This is an optimization exercise on Yosys and OpenROAD, whose aim is small area, a short achievable clock period and few clock cycles per item, not a production implementation. At most, simulation tests tie the RTL to the original design; equivalence was not proved. For run 2, only the layout was checked, not whether the RTL still works. Power figures rest on the tool's default switching activity, not on a simulated workload.

==> flow/design.v, too long to show whole: its modules and the start of the top module <==
// module DSP_CONV1D: 439 lines
// module conv_mul_s1: 528 lines
// module conv_mul_s2: 317 lines
// module conv_booth_enc: 50 lines
module DSP_CONV1D #(
    parameter AXI_DATA_WIDTH = 32,
    parameter AXI_ADDR_WIDTH = 5,  
    parameter DSP_DATA_WIDTH = 32,
    parameter MAX_CONV_LEN = 256,
    parameter MAX_KERNEL_LEN = 32
)(
    input  s_axi_clk,
    input  s_axi_resetn,  
    input  [AXI_ADDR_WIDTH-1:0] s_axi_awaddr,
    input  s_axi_awvalid,
    output reg s_axi_awready,
    input  [AXI_DATA_WIDTH-1:0] s_axi_wdata,
    input  [AXI_DATA_WIDTH/8-1:0] s_axi_wstrb,
    input  s_axi_wvalid,
    output reg s_axi_wready,
    output reg  s_axi_bvalid,
    input  s_axi_bready,
    output reg [1:0] s_axi_bresp,
    input  [AXI_ADDR_WIDTH-1:0] s_axi_araddr,
    input  s_axi_arvalid,
    output reg s_axi_arready,
    output reg [AXI_DATA_WIDTH-1:0] s_axi_rdata,
    output reg [1:0] s_axi_rresp,
    output reg s_axi_rvalid,
    input  s_axi_rready,
    output interrupt_o,
    output reg [DSP_DATA_WIDTH-1:0] dsp_mem_addr_o,
    input  [DSP_DATA_WIDTH-1:0] dsp_mem_rdata_i,
    output reg dsp_mem_req_o,
    input  dsp_mem_ack_i,
    output reg dsp_mem_we_o,
    output reg [DSP_DATA_WIDTH-1:0] dsp_mem_wdata_o
);
  // ...
==> flow/flow/run.sh <==
#!/bin/bash
set -euo pipefail
bash standard.sh SETUP_SLACK_MARGIN=5.8 "BUFFER_PORTS_ARGS=-buffer_cell sky130_fd_sc_hd__buf_4" finish > standard_finish.log 2>&1
==> flow/standard.sh <==
#!/bin/bash
# synth_recipe.tcl (not shown) runs the flow's synth.tcl, then flattens the netlist and writes it again
# the make line also repeats each setting of config.mk as NAME=value (left out here)
make -C /OpenROAD-flow-scripts/flow DESIGN_CONFIG=/design/flow/config.mk WORK_HOME=/design/flow/orfs CLKGATE_MAP_FILE= SYNTH_SCRIPT=/design/flow/synth_recipe.tcl "${@:-finish}"
==> flow/config.mk <==
export PLATFORM = sky130hd
export DESIGN_NAME = DSP_CONV1D
export DESIGN_NICKNAME = DSP_CONV1D
export VERILOG_FILES = /design/flow/design.v
export SDC_FILE = /design/flow/constraint.sdc
export NUM_CORES = 8
export LEC_CHECK = 0
export ABC_CLOCK_PERIOD_IN_PS = 4000
export CAP_MARGIN = 20
export CORE_MARGIN = 2
export CORE_UTILIZATION = 40
export SLEW_MARGIN = 20
==> flow/constraint.sdc <==
create_clock -name core_clock -period 9.0 [get_ports {s_axi_clk}]
set_input_delay 1.8000 -clock core_clock [delete_from_list [all_inputs] [get_ports {s_axi_clk}]]
set_output_delay 1.8000 -clock core_clock [all_outputs]
set_load 0.01 [all_outputs]
==> results_dict.tcl, run 1 <==
set metrics [dict create \
    status "complete, no violations" \
    syn_inst 4178 \
    vdd_drop_max_mv 0.198 \
    synth_seq_cells 1023 \
    r2r-end "dsp_mem_addr_o[8]" \
    finalSetupTns_ns 0 \
    synthTopCellsByCount "edfxtp_1 (530), inv_1 (358), xnor2_1 (336), a22oi_1 (274), dfrtp_1 (258)" \
    start_util_pct 40.4 \
    routed_wl_um 126000 \
    dp_hpwl_um 84000 \
    route.met3.wl_um 7370 \
    ioPinCount 194 \
    total_power_mw 18.8 \
    grt_pass1_vias 32221 \
    reg2reg_depth 10 \
    buffer_area_share_pct 3.64 \
    ys_async_sr_fraction_pct 25.4 \
    p_clk_mw 4.42 \
    post_dp_cell_area_um2 54900 \
    setup.worst_path.start_class "register" \
    fmax_mhz 314 \
    ys.flop_type "edfxtp_1" \
    grt_max_degree 96 \
    multi_input_area_share_pct 38.4 \
    cts_setup_buffers 8 \
    reg2reg_slack_ns 5.91 \
    cts_hold_buf 0 \
    finalMaxSlewViolations 0 \
    vias 32386 \
    largest_reg_flops 167 \
    cpPeakStageDelay_ns 0.48 \
    end_kind "output port" \
    p_clk_share_pct 23.5 \
    ant_nets 0 \
    critPathCapture "s_axi_rdata[0]" \
    met3_usage_pct 3.23 \
    crit_arrival_ns 1.38 \
    ff_latch_area_um2 27100 \
    layout_commonest_cell "edfxtp_1" \
    post_layout_nonfiller_instances 6072 \
    synth_compound_area_share_pct 9.92 \
    dpl_worst_slack_ns 4.79 \
    seq_cells 1023 \
    seq_area_share_pct 46.0 \
]
Testbench counts, summed over its fixed seeds: cycles 141,951, macs 128,917.
==> module DSP_CONV1D, before the edit <==
module DSP_CONV1D #(
    parameter AXI_DATA_WIDTH = 32,
    parameter AXI_ADDR_WIDTH = 5,  
    parameter DSP_DATA_WIDTH = 32,
    parameter MAX_CONV_LEN = 256,
    parameter MAX_KERNEL_LEN = 32
)(
    input  s_axi_clk,
    input  s_axi_resetn,  
    input  [AXI_ADDR_WIDTH-1:0] s_axi_awaddr,
    input  s_axi_awvalid,
    output reg s_axi_awready,
    input  [AXI_DATA_WIDTH-1:0] s_axi_wdata,
    input  [AXI_DATA_WIDTH/8-1:0] s_axi_wstrb,
    input  s_axi_wvalid,
    output reg s_axi_wready,
    output reg  s_axi_bvalid,
    input  s_axi_bready,
    output reg [1:0] s_axi_bresp,
    input  [AXI_ADDR_WIDTH-1:0] s_axi_araddr,
    input  s_axi_arvalid,
    output reg s_axi_arready,
    output reg [AXI_DATA_WIDTH-1:0] s_axi_rdata,
    output reg [1:0] s_axi_rresp,
    output reg s_axi_rvalid,
    input  s_axi_rready,
    output interrupt_o,
    output reg [DSP_DATA_WIDTH-1:0] dsp_mem_addr_o,
    input  [DSP_DATA_WIDTH-1:0] dsp_mem_rdata_i,
    output reg dsp_mem_req_o,
    input  dsp_mem_ack_i,
    output reg dsp_mem_we_o,
    output reg [DSP_DATA_WIDTH-1:0] dsp_mem_wdata_o
);
    localparam P   = 4;    
    localparam SW  = (P > 2) ? $clog2(P) : 1;    
    localparam R   = 6;    
    localparam FD  = 3;    
    localparam WQD = 2;    
    localparam CTRL_REG_ADDR          = 5'h00;
    localparam STATUS_REG_ADDR        = 5'h04;
    localparam DATA_IN_ADDR_REG_ADDR  = 5'h08;
    localparam KERNEL_ADDR_REG_ADDR   = 5'h0C;
    localparam DATA_OUT_ADDR_REG_ADDR = 5'h10;
    localparam DATA_LEN_REG_ADDR      = 5'h14;
    localparam KERNEL_LEN_REG_ADDR    = 5'h18;
    reg interrupt_enable_r;
    reg busy_r;
    reg done_r;
    reg error_r;
    reg [31:0] data_in_addr_r;
    reg [31:0] kernel_addr_r;
    reg [31:0] data_out_addr_r;
    reg [31:0] data_len_r;
    reg [31:0] kernel_len_r;
    reg irq_q;       
    assign interrupt_o = irq_q;
    wire axi_write_fire_w = s_axi_awvalid && s_axi_awready && s_axi_wvalid && s_axi_wready;
    wire axi_read_fire_w  = s_axi_arvalid && s_axi_arready;
    wire start_cmd_w = axi_write_fire_w && (s_axi_awaddr == CTRL_REG_ADDR) && s_axi_wdata[0] && !busy_r;
    wire status_read_w = axi_read_fire_w && (s_axi_araddr == STATUS_REG_ADDR);
    always @(posedge s_axi_clk or negedge s_axi_resetn) begin
        if (!s_axi_resetn) begin
            s_axi_awready <= 1'b0;
            s_axi_wready  <= 1'b0;
        end else begin
            if (axi_write_fire_w) begin
                s_axi_awready <= 1'b0;
                s_axi_wready  <= 1'b0;
            end else if (!s_axi_bvalid || s_axi_bready) begin
                s_axi_awready <= 1'b1;
                s_axi_wready  <= 1'b1;
            end
        end
    end
    always @(posedge s_axi_clk or negedge s_axi_resetn) begin
        if (!s_axi_resetn) begin
            interrupt_enable_r <= 1'b0;
            data_in_addr_r     <= 32'b0;
            kernel_addr_r      <= 32'b0;
            data_out_addr_r    <= 32'b0;
            data_len_r         <= 32'b0;
            kernel_len_r       <= 32'b0;
            s_axi_bvalid       <= 1'b0;
            s_axi_bresp        <= 2'b00;
        end else begin
            if (axi_write_fire_w) begin
                s_axi_bvalid <= 1'b1;
                s_axi_bresp  <= 2'b00;
                case (s_axi_awaddr)
                    CTRL_REG_ADDR:          interrupt_enable_r <= s_axi_wdata[1];
                    DATA_IN_ADDR_REG_ADDR:  data_in_addr_r  <= s_axi_wdata;
                    KERNEL_ADDR_REG_ADDR:   kernel_addr_r   <= s_axi_wdata;
                    DATA_OUT_ADDR_REG_ADDR: data_out_addr_r <= s_axi_wdata;
                    DATA_LEN_REG_ADDR:      data_len_r      <= s_axi_wdata;
                    KERNEL_LEN_REG_ADDR:    kernel_len_r    <= s_axi_wdata;
                    default: begin
                    end
                endcase
            end else if (s_axi_bready && s_axi_bvalid) begin
                s_axi_bvalid <= 1'b0;
            end
        end
    end
    always @(posedge s_axi_clk or negedge s_axi_resetn) begin
        if (!s_axi_resetn) begin
            s_axi_arready <= 1'b0;
        end else begin
            if (axi_read_fire_w) begin
                s_axi_arready <= 1'b0;
            end else if (!s_axi_rvalid || s_axi_rready) begin
                s_axi_arready <= 1'b1;
            end
        end
    end
    always @(posedge s_axi_clk or negedge s_axi_resetn) begin
        if (!s_axi_resetn) begin
            s_axi_rvalid <= 1'b0;
            s_axi_rresp  <= 2'b00;
            s_axi_rdata  <= 32'b0;
        end else begin
            if (axi_read_fire_w) begin
                s_axi_rvalid <= 1'b1;
                s_axi_rresp  <= 2'b00;
                case (s_axi_araddr)
                    CTRL_REG_ADDR:          s_axi_rdata <= {30'b0, interrupt_enable_r, 1'b0};
                    STATUS_REG_ADDR:        s_axi_rdata <= {29'b0, error_r, done_r, busy_r};
                    DATA_IN_ADDR_REG_ADDR:  s_axi_rdata <= data_in_addr_r;
                    KERNEL_ADDR_REG_ADDR:   s_axi_rdata <= kernel_addr_r;
                    DATA_OUT_ADDR_REG_ADDR: s_axi_rdata <= data_out_addr_r;
                    DATA_LEN_REG_ADDR:      s_axi_rdata <= data_len_r;
                    KERNEL_LEN_REG_ADDR:    s_axi_rdata <= kernel_len_r;
                    default:                s_axi_rdata <= 32'hDEADBEEF;
                endcase
            end else if (s_axi_rready && s_axi_rvalid) begin
                s_axi_rvalid <= 1'b0;
            end
        end
    end
    wire [5:0] kl6_w  = kernel_len_r[5:0];
    wire kz_w   = (kernel_len_r == 32'd0);
    wire kbig_w = (kernel_len_r[31:6] != 26'd0) || (kl6_w > 6'd32);
    wire nhi_w  = (data_len_r[31:9] != 23'd0);
    wire nlt_w  = !nhi_w && (data_len_r[8:0] < {3'b0, kl6_w});
    wire nbig_w = nhi_w || (data_len_r[8:0] >= {3'b100, kl6_w});
    reg        inv_q;        
    reg [7:0]  nm1_q;        
    reg [5:0]  kl_q;         
    reg [8:0]  dlm1_q;       
    reg [7:0]  lasti_q;      
    reg        small_q;      
    always @(posedge s_axi_clk) begin
        inv_q   <= kz_w || kbig_w || nlt_w || nbig_w;
        nm1_q   <= data_len_r[7:0] - {2'b0, kl6_w};
        kl_q    <= kl6_w;
        dlm1_q  <= data_len_r[8:0] - 9'd1;
        small_q <= (nm1_q < P - 1);
        lasti_q <= (nm1_q < P - 1) ? 8'd0 : (nm1_q + 8'd1 - P);
    end
    reg errp_q;      
    reg start_q;     
    wire finish_w;
    wire inten_n = (axi_write_fire_w && s_axi_awaddr == CTRL_REG_ADDR) ? s_axi_wdata[1] : interrupt_enable_r;
    reg done_n, error_n;
    always @(*) begin
        done_n = done_r;
        error_n = error_r;
        if (start_cmd_w) begin
            done_n = 1'b0;
            error_n = 1'b0;
        end else if (finish_w || errp_q) begin
            done_n = 1'b1;
            error_n = errp_q;
        end else if (status_read_w) begin
            done_n = 1'b0;
            error_n = 1'b0;
        end
    end
    always @(posedge s_axi_clk or negedge s_axi_resetn) begin
        if (!s_axi_resetn) begin
            busy_r  <= 1'b0;
            done_r  <= 1'b0;
            error_r <= 1'b0;
            irq_q   <= 1'b0;
            errp_q  <= 1'b0;
            start_q <= 1'b0;
        end else begin
            start_q <= start_cmd_w && !inv_q;
            done_r  <= done_n;
            error_r <= error_n;
            irq_q   <= inten_n && (done_n || error_n);
            if (start_cmd_w) begin
                busy_r  <= 1'b1;
                errp_q  <= inv_q;
            end else if (finish_w || errp_q) begin
                busy_r  <= 1'b0;
                errp_q  <= 1'b0;
            end
        end
    end
    localparam FPW = (FD > 1) ? $clog2(FD) : 1;
    reg [31:0]    fifo [0:FD-1];
    reg [FPW:0]   f_cnt, f_res;
    reg [FPW-1:0] f_rp, f_wp;
    reg           f_avail_q, f_roomy_q;
    wire [31:0] f_head = fifo[f_rp];
    wire f_push = dsp_mem_req_o && dsp_mem_ack_i && !dsp_mem_we_o;
    wire f_pop;
    wire do_r;
    always @(posedge s_axi_clk) begin
        if (f_push) fifo[f_wp] <= dsp_mem_rdata_i;
    end
    always @(posedge s_axi_clk or negedge s_axi_resetn) begin
        if (!s_axi_resetn) begin
            f_cnt <= 0; f_res <= 0; f_rp <= 0; f_wp <= 0;
            f_avail_q <= 1'b0; f_roomy_q <= 1'b1;
        end else begin
            if (f_push) f_wp <= (f_wp == FD-1) ? 0 : f_wp + 1'b1;
            if (f_pop)  f_rp <= (f_rp == FD-1) ? 0 : f_rp + 1'b1;
            case ({f_push, f_pop})
                2'b10: begin f_cnt <= f_cnt + 1'b1; f_avail_q <= 1'b1; end
                2'b01: begin f_cnt <= f_cnt - 1'b1; f_avail_q <= (f_cnt != 1); end
                default: ;
            endcase
            case ({do_r, f_pop})
                2'b10: begin f_res <= f_res + 1'b1; f_roomy_q <= (f_res < FD - 1); end
                2'b01: begin f_res <= f_res - 1'b1; f_roomy_q <= 1'b1; end
                default: ;
            endcase
        end
    end
    localparam WPW = (WQD > 1) ? $clog2(WQD) : 1;
    reg [31:0]    wq   [0:WQD-1];
    reg [WPW:0]   wq_cnt;
    reg [WPW-1:0] wq_rp, wq_wp;
    reg           wq_ne_q;       
    reg           wcredit_q;     
    wire          wq_push;
    wire [31:0]   wq_din;
    wire          do_w;
    wire          w0_n;
    reg           v0, f0, w0;    
    reg           v1, f1, w1;
    reg  [WPW+1:0] w_pend;
    always @(posedge s_axi_clk) begin
        if (wq_push) wq[wq_wp] <= wq_din;
    end
    always @(posedge s_axi_clk or negedge s_axi_resetn) begin
        if (!s_axi_resetn) begin
            wq_cnt <= 0; wq_rp <= 0; wq_wp <= 0;
            wq_ne_q <= 1'b0; wcredit_q <= 1'b1; w_pend <= 0;
        end else begin
            if (wq_push) wq_wp <= (wq_wp == WQD-1) ? 0 : wq_wp + 1'b1;
            if (do_w)    wq_rp <= (wq_rp == WQD-1) ? 0 : wq_rp + 1'b1;
            case ({wq_push, do_w})
                2'b10: begin wq_cnt <= wq_cnt + 1'b1; wq_ne_q <= 1'b1; end
                2'b01: begin wq_cnt <= wq_cnt - 1'b1; wq_ne_q <= (wq_cnt != 1); end
                default: ;
            endcase
            case ({w0_n, do_w})
                2'b10: begin w_pend <= w_pend + 1'b1; wcredit_q <= (w_pend < WQD - 1); end
                2'b01: begin w_pend <= w_pend - 1'b1; wcredit_q <= 1'b1; end
                default: ;
            endcase
        end
    end
    reg        r_act;      
    reg        r_k;        
    reg [SW:0] r_fill;     
    reg [5:0]  r_kidx;     
    reg [7:0]  r_i;        
    reg [8:0]  rx_idx;     
    wire [7:0] r_inext = (r_i + P >= lasti_q) ? lasti_q : r_i + P;
    wire r_last = (r_i == lasti_q);
    wire r_grpend = (r_fill == 1);
    wire r_blkend = r_grpend && (r_kidx == kl_q);
    wire r_gen = do_r;
    always @(posedge s_axi_clk or negedge s_axi_resetn) begin
        if (!s_axi_resetn) begin
            r_act <= 1'b0;
        end else begin
            if (start_q) r_act <= 1'b1;
            else if (r_gen && !r_k && r_blkend && r_last) r_act <= 1'b0;
        end
    end
    always @(posedge s_axi_clk) begin
        if (start_q) begin
            r_k     <= 1'b1;
            r_kidx  <= 6'd0;
            r_i     <= 8'd0;
            rx_idx  <= 9'd0;
        end else if (r_gen) begin
            if (r_k) begin
                r_kidx  <= r_kidx + 6'd1;
                r_k     <= 1'b0;
                r_fill  <= (r_kidx == 6'd0) ? P : 1;
            end else begin
                if (rx_idx != dlm1_q) rx_idx <= rx_idx + 9'd1;    
                r_fill <= r_fill - 1'b1;
                if (r_grpend) r_k <= 1'b1;
                if (r_blkend) begin                  
                    r_kidx  <= 6'd0;
                    r_i     <= r_inext;
                    rx_idx  <= {1'b0, r_inext};
                end
            end
        end
    end
    wire m_free = !dsp_mem_req_o || dsp_mem_ack_i;
    wire want_r = r_act && (f_roomy_q || f_pop);
    wire wsel = wq_ne_q && !(r_act && f_roomy_q && f_cnt < 2);
    assign do_w = m_free && wsel;
    assign do_r = m_free && !wsel && want_r;
    reg [8:0]  w_idx;      
    wire [31:0] rbase   = r_k ? kernel_addr_r : data_in_addr_r;
    wire [8:0]  ridx    = r_k ? {3'b0, r_kidx} : rx_idx;
    wire [31:0] raddr_w = rbase + {23'd0, ridx};
    wire [31:0] waddr_w = data_out_addr_r + {23'd0, w_idx};
    wire [31:0] addr_nx = wsel ? waddr_w : raddr_w;
    always @(posedge s_axi_clk or negedge s_axi_resetn) begin
        if (!s_axi_resetn) begin
            dsp_mem_req_o <= 1'b0;
            dsp_mem_we_o  <= 1'b0;
        end else if (m_free) begin
            dsp_mem_req_o <= wq_ne_q || want_r;
            dsp_mem_we_o  <= wsel;
        end
    end
    always @(posedge s_axi_clk) begin
        if (m_free) begin
            dsp_mem_addr_o  <= addr_nx;
            dsp_mem_wdata_o <= wq[wq_rp];
        end
        if (start_q) w_idx <= 9'd0;
        else if (do_w) w_idx <= w_idx + 9'd1;
    end
    reg st_kload, st_run, st_flush, st_drain;
    reg [5:0]    c_tap;
    reg [SW-1:0] c_slot;
    reg [7:0]    c_i;        
    reg [SW-1:0] skip_q;     
    reg          c_first;    
    reg          t0, tl, s0, sl;    
    reg [47:0] ksel_q;       
    reg [31:0] dl [0:P-2];   
    wire need_f = t0 || s0 || sl;
    wire wr_op  = t0 && !c_first;
    wire iss_run = st_run && (!need_f || f_avail_q) && (!wr_op || wcredit_q);
    wire flush_wr = small_q ? (c_slot <= nm1_q) : (c_slot >= skip_q);
    wire iss_flush = st_flush && (!flush_wr || wcredit_q);
    wire iss_kload = st_kload && f_avail_q;
    assign f_pop = iss_kload || (iss_run && need_f);
    assign w0_n = (iss_run && wr_op) || (iss_flush && flush_wr);
    wire [31:0] x_in = (t0 || sl) ? f_head : dl[0];
    wire [47:0] ksel_w;
    conv_booth_enc u_enc (.k(f_head), .sel(ksel_w));
    wire drained = !v0 && !v1 && !wq_ne_q && !dsp_mem_req_o;
    assign finish_w = st_drain && drained;
    integer di;
    always @(posedge s_axi_clk) begin
        if (iss_kload || (iss_run && s0 && !t0)) ksel_q <= ksel_w;
        if (iss_run) begin
            for (di = 0; di < P-2; di = di + 1) dl[di] <= dl[di+1];
            dl[P-2] <= x_in;
        end
    end
    always @(posedge s_axi_clk or negedge s_axi_resetn) begin
        if (!s_axi_resetn) begin
            st_kload <= 1'b0; st_run <= 1'b0; st_flush <= 1'b0; st_drain <= 1'b0;
            c_tap <= 6'd0; c_slot <= 0; c_i <= 8'd0; skip_q <= 0; c_first <= 1'b0;
            t0 <= 1'b0; tl <= 1'b0; s0 <= 1'b0; sl <= 1'b0;
            v0 <= 1'b0; f0 <= 1'b0; w0 <= 1'b0;
            v1 <= 1'b0; f1 <= 1'b0; w1 <= 1'b0;
        end else begin
            v1 <= v0; f1 <= f0; w1 <= w0;
            v0 <= iss_run || iss_flush;
            f0 <= iss_run && t0;
            w0 <= w0_n;
            if (start_q) begin
                st_kload <= 1'b1;
                c_i <= 8'd0;
                skip_q <= 0;
                c_first <= 1'b1;
                c_tap <= 6'd0; c_slot <= 0;
                t0 <= 1'b1; tl <= (kl_q == 6'd1); s0 <= 1'b1; sl <= 1'b0;
            end
            if (iss_kload) begin
                st_kload <= 1'b0;
                st_run <= 1'b1;
            end
            if (iss_run || iss_flush) begin
                c_slot <= sl ? 0 : c_slot + 1'b1;
                s0 <= sl;
                sl <= (c_slot == P-2);
            end
            if (iss_run && sl) begin
                c_tap <= c_tap + 6'd1;
                t0 <= 1'b0;
                tl <= (c_tap + 6'd2 == kl_q);
                if (tl) begin                        
                    c_tap <= 6'd0;
                    t0 <= 1'b1;
                    tl <= (kl_q == 6'd1);
                    c_first <= 1'b0;
                    c_i <= (c_i + P >= lasti_q) ? lasti_q : c_i + P;
                    if (c_i != lasti_q) skip_q <= c_i + P - lasti_q;
                    st_run <= 1'b0;
                    if (c_i == lasti_q) st_flush <= 1'b1;
                    else st_kload <= 1'b1;
                end
            end
            if (iss_flush && sl) begin
                st_flush <= 1'b0;
                st_drain <= 1'b1;
            end
            if (finish_w) st_drain <= 1'b0;
        end
    end
    wire [R*32-1:0] rows_w;
    reg  [R*32-1:0] rows_q;
    conv_mul_s1 u_s1 (.x(dl[P-2]), .sel(ksel_q), .rows(rows_w));
    always @(posedge s_axi_clk) rows_q <= rows_w;
    reg  [31:0] ring [0:P-2];
    reg  [31:0] rcs0, rcs1;
    wire [31:0] acc_in = f1 ? 32'd0 : ring[0];
    wire [31:0] q0_w, q1_w;
    conv_mul_s2 u_s2 (.rows(rows_q), .acc(acc_in), .q0(q0_w), .q1(q1_w));
    integer ri;
    always @(posedge s_axi_clk) begin
        if (v1) begin
            for (ri = 0; ri < P-2; ri = ri + 1) ring[ri] <= ring[ri+1];
            ring[P-2] <= rcs0 + rcs1;
            rcs0 <= q0_w;
            rcs1 <= q1_w;
        end
    end
    assign wq_push   = v1 && w1;
    assign wq_din    = ring[0];
endmodule
==> run 2: changes to the inputs <==
--- a/flow/design.v
+++ b/flow/design.v
@@ -312,9 +312,9 @@
     assign do_w = m_free && wsel;
     assign do_r = m_free && !wsel && want_r;
     reg [8:0]  w_idx;      
-    wire [31:0] rbase   = r_k ? kernel_addr_r : data_in_addr_r;
-    wire [8:0]  ridx    = r_k ? {3'b0, r_kidx} : rx_idx;
-    wire [31:0] raddr_w = rbase + {23'd0, ridx};
+    wire [31:0] kaddr_w = kernel_addr_r + {26'd0, r_kidx};
+    wire [31:0] xaddr_w = data_in_addr_r + {23'd0, rx_idx};
+    wire [31:0] raddr_w = r_k ? kaddr_w : xaddr_w;
     wire [31:0] waddr_w = data_out_addr_r + {23'd0, w_idx};
     wire [31:0] addr_nx = wsel ? waddr_w : raddr_w;
     always @(posedge s_axi_clk or negedge s_axi_resetn) begin
--- a/flow/config.mk
+++ b/flow/config.mk
@@ -5,7 +5,7 @@
 export SDC_FILE = /design/flow/constraint.sdc
 export NUM_CORES = 8
 export LEC_CHECK = 0
-export ABC_CLOCK_PERIOD_IN_PS = 4000
+export ABC_CLOCK_PERIOD_IN_PS = 3000
 export CAP_MARGIN = 20
 export CORE_MARGIN = 2
 export CORE_UTILIZATION = 40
==> run 2 against run 1 <==
Sequential power increased by 19%. Core utilization fell by 0.079 points. Combinational power up 78%. Global-route usage is 0.51 points higher. Largest power group unchanged. Highest routed layer is now met4.
==> results_dict.tcl, run 2 <==
set metrics [dict create \
    status "complete, no violations" \
    grt-ovfl-total 0 \
    met3_usage_pct 3.17 \
    crit_path_max_fanout 2 \
    core_area_um2 130000 \
    reg2reg_depth 6 \
    slowest_stage "dfrtp_2" \
    syn-cell-area_um2 52400 \
    hold-path-cell-count 0 \
    p_int_mw 15.5 \
    fin_crit_ns 3.18 \
    hp-class "register to register" \
    wl_per_cell_um 20.8 \
    multiInputGateArea_um2 23200 \
    die_area_um2 134000 \
    cts-root-buf "clkbuf_16" \
    crit_arrival_ns 1.38 \
    maxCapViolCount 0 \
    worst_slew_pin_slew_ns 1.06 \
    clock_sinks 1023 \
    synthTopCellsByArea "edfxtp_1 (30%), dfrtp_1 (12%), dfxtp_1 (8.9%), fa_1 (8.6%), xnor2_1 (5.7%)" \
    fill_cells 11844 \
    synth-edff-count 530 \
    largest_reg_flops 167 \
    routed_wl_um 132000 \
    vdd_drop_max_mv 0.233 \
    swShare_pct 40.4 \
    finalSetupTns_ns 0 \
    total_power_mw 25.9 \
    gp_congestion 0.888 \
    critical_path_cell_count 1 \
    timing.rr.start "ksel_q[19]" \
    netlist.top_cell.by_area "edfxtp_1" \
    ys_async_sr_fraction_pct 25.4 \
    path_buf_inv 1 \
    drive_above_1_share_pct 15.1 \
    grt_max_degree 152 \
    maxSlewHeadroom_pct 29.5 \
    met2_usage_pct 29.7 \
    syn_avg_cell_area_um2 12.0 \
    p_sw_mw 10.5 \
    start_util_pct 40.4 \
    drtIter0Drc 2928 \
    area_growth_pct 13.9 \
    crit_start "s_axi_rdata[1]" \
    met1_usage_pct 28.8 \
    vias_per_cell 5.34 \
    grt_usage_pct 19.5 \
    layout_common_cells "edfxtp_1 (530), inv_1 (362), xnor2_1 (343), a22oi_1 (258), buf_4 (254)" \
    synthTopCellsByCount "edfxtp_1 (530), inv_1 (363), xnor2_1 (343), a22oi_1 (258), dfrtp_1 (258)" \
    crit_type "register to output port" \
    cts_hold_buf 0 \
    synth.distinct_cells 89 \
    grt.busiest_layer "met2" \
    ys_seq_area_share_pct 51.7 \
    ff_latch_area_um2 27100 \
    cpPeakStageDelay_ns 0.49 \
    tritoncts "done" \
    setup_viol 0 \
    path_clk_slew_ns 0.06 \
    dieHeight_um 366 \
    clock_latency_ns 0.74 \
    crit_family "flip-flops" \
    setup.worst_path.start_class "register" \
    end_kind "output port" \
    cts_max_level 3 \
    finalMaxSlewViolations 0 \
    comb_power_share_pct 49.6 \
    ctsLongestPathBuffers 3 \
    die_w_um 366 \
    yosys.area.top_type_share_pct 30.4 \
    ant_nets 0 \
    yosysMostFrequentCell "edfxtp_1" \
    layout_commonest_cell "edfxtp_1" \
    timing.hold.ws_ns 0.354 \
    vias 33837 \
    power_frac_seq_pct 32.7 \
    power.density_nw_per_um2 434 \
    grt_pass1_wl_um 205000 \
    fin_crit_sh_pct 35.4 \
    syn_inst 4364 \
    antenna_found_initial 2 \
    worst_ep_required_time_ns 7.20 \
    synth_seq_cells 1023 \
    top_register "rows_q" \
    io_buffers 185 \
    grt_pass1_vias 33640 \
    row_count 132 \
    nets 4949 \
    fmax_mhz 314 \
    p_clk_share_pct 17.7 \
    cts_inserted_buffers 109 \
    ioPinCount 194 \
    dp_hpwl_um 89500 \
    rsz0062_at_grt "yes" \
    dr.pass1.iters 5 \
    crit_chain "buf_6" \
    fin_worst_skew_ns 0.0640 \
    drc 0 \
    hold_violations 0 \
    ys.flop_type "edfxtp_1" \
    leakage_nw 24.1 \
    worstHoldStart "f0" \
    yosys_warnings 5 \
]
run 2: path summary, 6_finish.rpt:
| check | to | slack [ns] |
|---|---|---|
| worst min register to register | f1 | 0.35 |
| worst min-delay path | f1 | 0.35 |
| worst max-delay path | s_axi_rdata[1] | 5.82 |
| min in group asynchronous | kernel_len_r[22] | 1.08 |
| worst max register to register | rows_q[158] | 5.86 |
| max in group asynchronous | v1 | 6.46 |
run 2: logic make-up after synthesis:
logic type,count (synthesis),synth area share (%)
flip-flops,1023,51.7
AO/OA/AOI/OAI,801,10.2
AND/OR/NAND/NOR,765,7.18
buffers and inverters,617,4.52
XOR/XNOR,507,8.47
adder cells (fa/ha/maj),368,12.0
multiplexers,282,5.88
other,1,0.00716
run 2: metrics by stage:
| stage | utilization [%] | cell area [µm²] | setup WS [ns] | std cells |
|---|---|---|---|---|
| global route | 46.0 | 59700 | 5.76 | 6334 |
| detailed placement | 42.9 | 55700 | 4.76 | 6106 |
| CTS | 45.9 | 59600 | 5.76 | 6323 |
| floorplan | - | 52600 | 5.20 | 4367 |
| global placement | 42.9 | 55700 | 4.83 | 6106 |
| finish | 46.0 | 59700 | 5.82 | 6336 |
run 2: area by class of cell:
cell class              instances  share of cell area [%]
diodes                          2                 0.00838
clock buffers                 138                    4.99
clock inverters                70                    1.19
inverters                     363                    2.29
multi-input cells            2727                    38.9
flip-flops and latches       1023                    45.4
well taps                    1742                    3.65
repair buffers                270                    3.53
repair inverters                1                 0.00838
run 2: power groups by stage:
| stage | registers [mW] | clock network (mW) | logic [mW] |
|---|---|---|---|
| 6_report | 8.49 | 4.58 | 12.9 |
| 5_1_grt | 8.65 | 4.88 | 14.7 |
| 4_1_cts | 8.50 | 4.70 | 13.1 |
| 3_5_place_dp | 8.59 | 0 | 13.0 |
| 3_3_place_gp | 8.55 | 0 | 12.8 |
| 2_1_floorplan | 8.16 | 0 | 8.94 |
run 2: repair_timing:
action | CTS | global route
pin swaps | 1 | 2
buffers inserted | 8 | 11
cloned | 1 | 0
resized for setup | 24 | 11
setup endpoints to repair | 68 | 44
run 2: layer usage:
metal	part of all wire, %	vias up
met5	0	-
met4	2.7	0
met3	6.0	219
met2	44	1064
met1	47	16987
li1	-	15567

[what the ideal ports hide]
In the flow no input, the clock included, has a driving cell. The finished layouts below were timed again as built, in two steps. Step 1 assumes that a clkbuf_16 drives the clock port and a buf_2 every other input. Step 2, shift: input delay + t, output delay - t, t = (earliest + latest rising clock arrival at the registers) / 2. This alone moves slack from input paths to output paths. Three values: no drivers, after step 1, after step 2; two values: the first two.
run | t, ns | setup WS [ns] | hold WS [ns] | worst slew at a driven data input, ns | pins driven straight from the clock port
run 1 | 0.784 | 5.817 / 5.750 / 5.214 | 0.364 / 0.364 / 0.364 | 0.17 | 1
run 2 | 0.789 | 5.817 / 5.739 / 5.156 | 0.354 / 0.354 / 0.354 | 0.15 | 1
After both steps setup and hold are still met in every run listed. The setup slack of run 2, which loses most, moves by -0.078 ns with the drivers and by -0.661 ns with both steps.
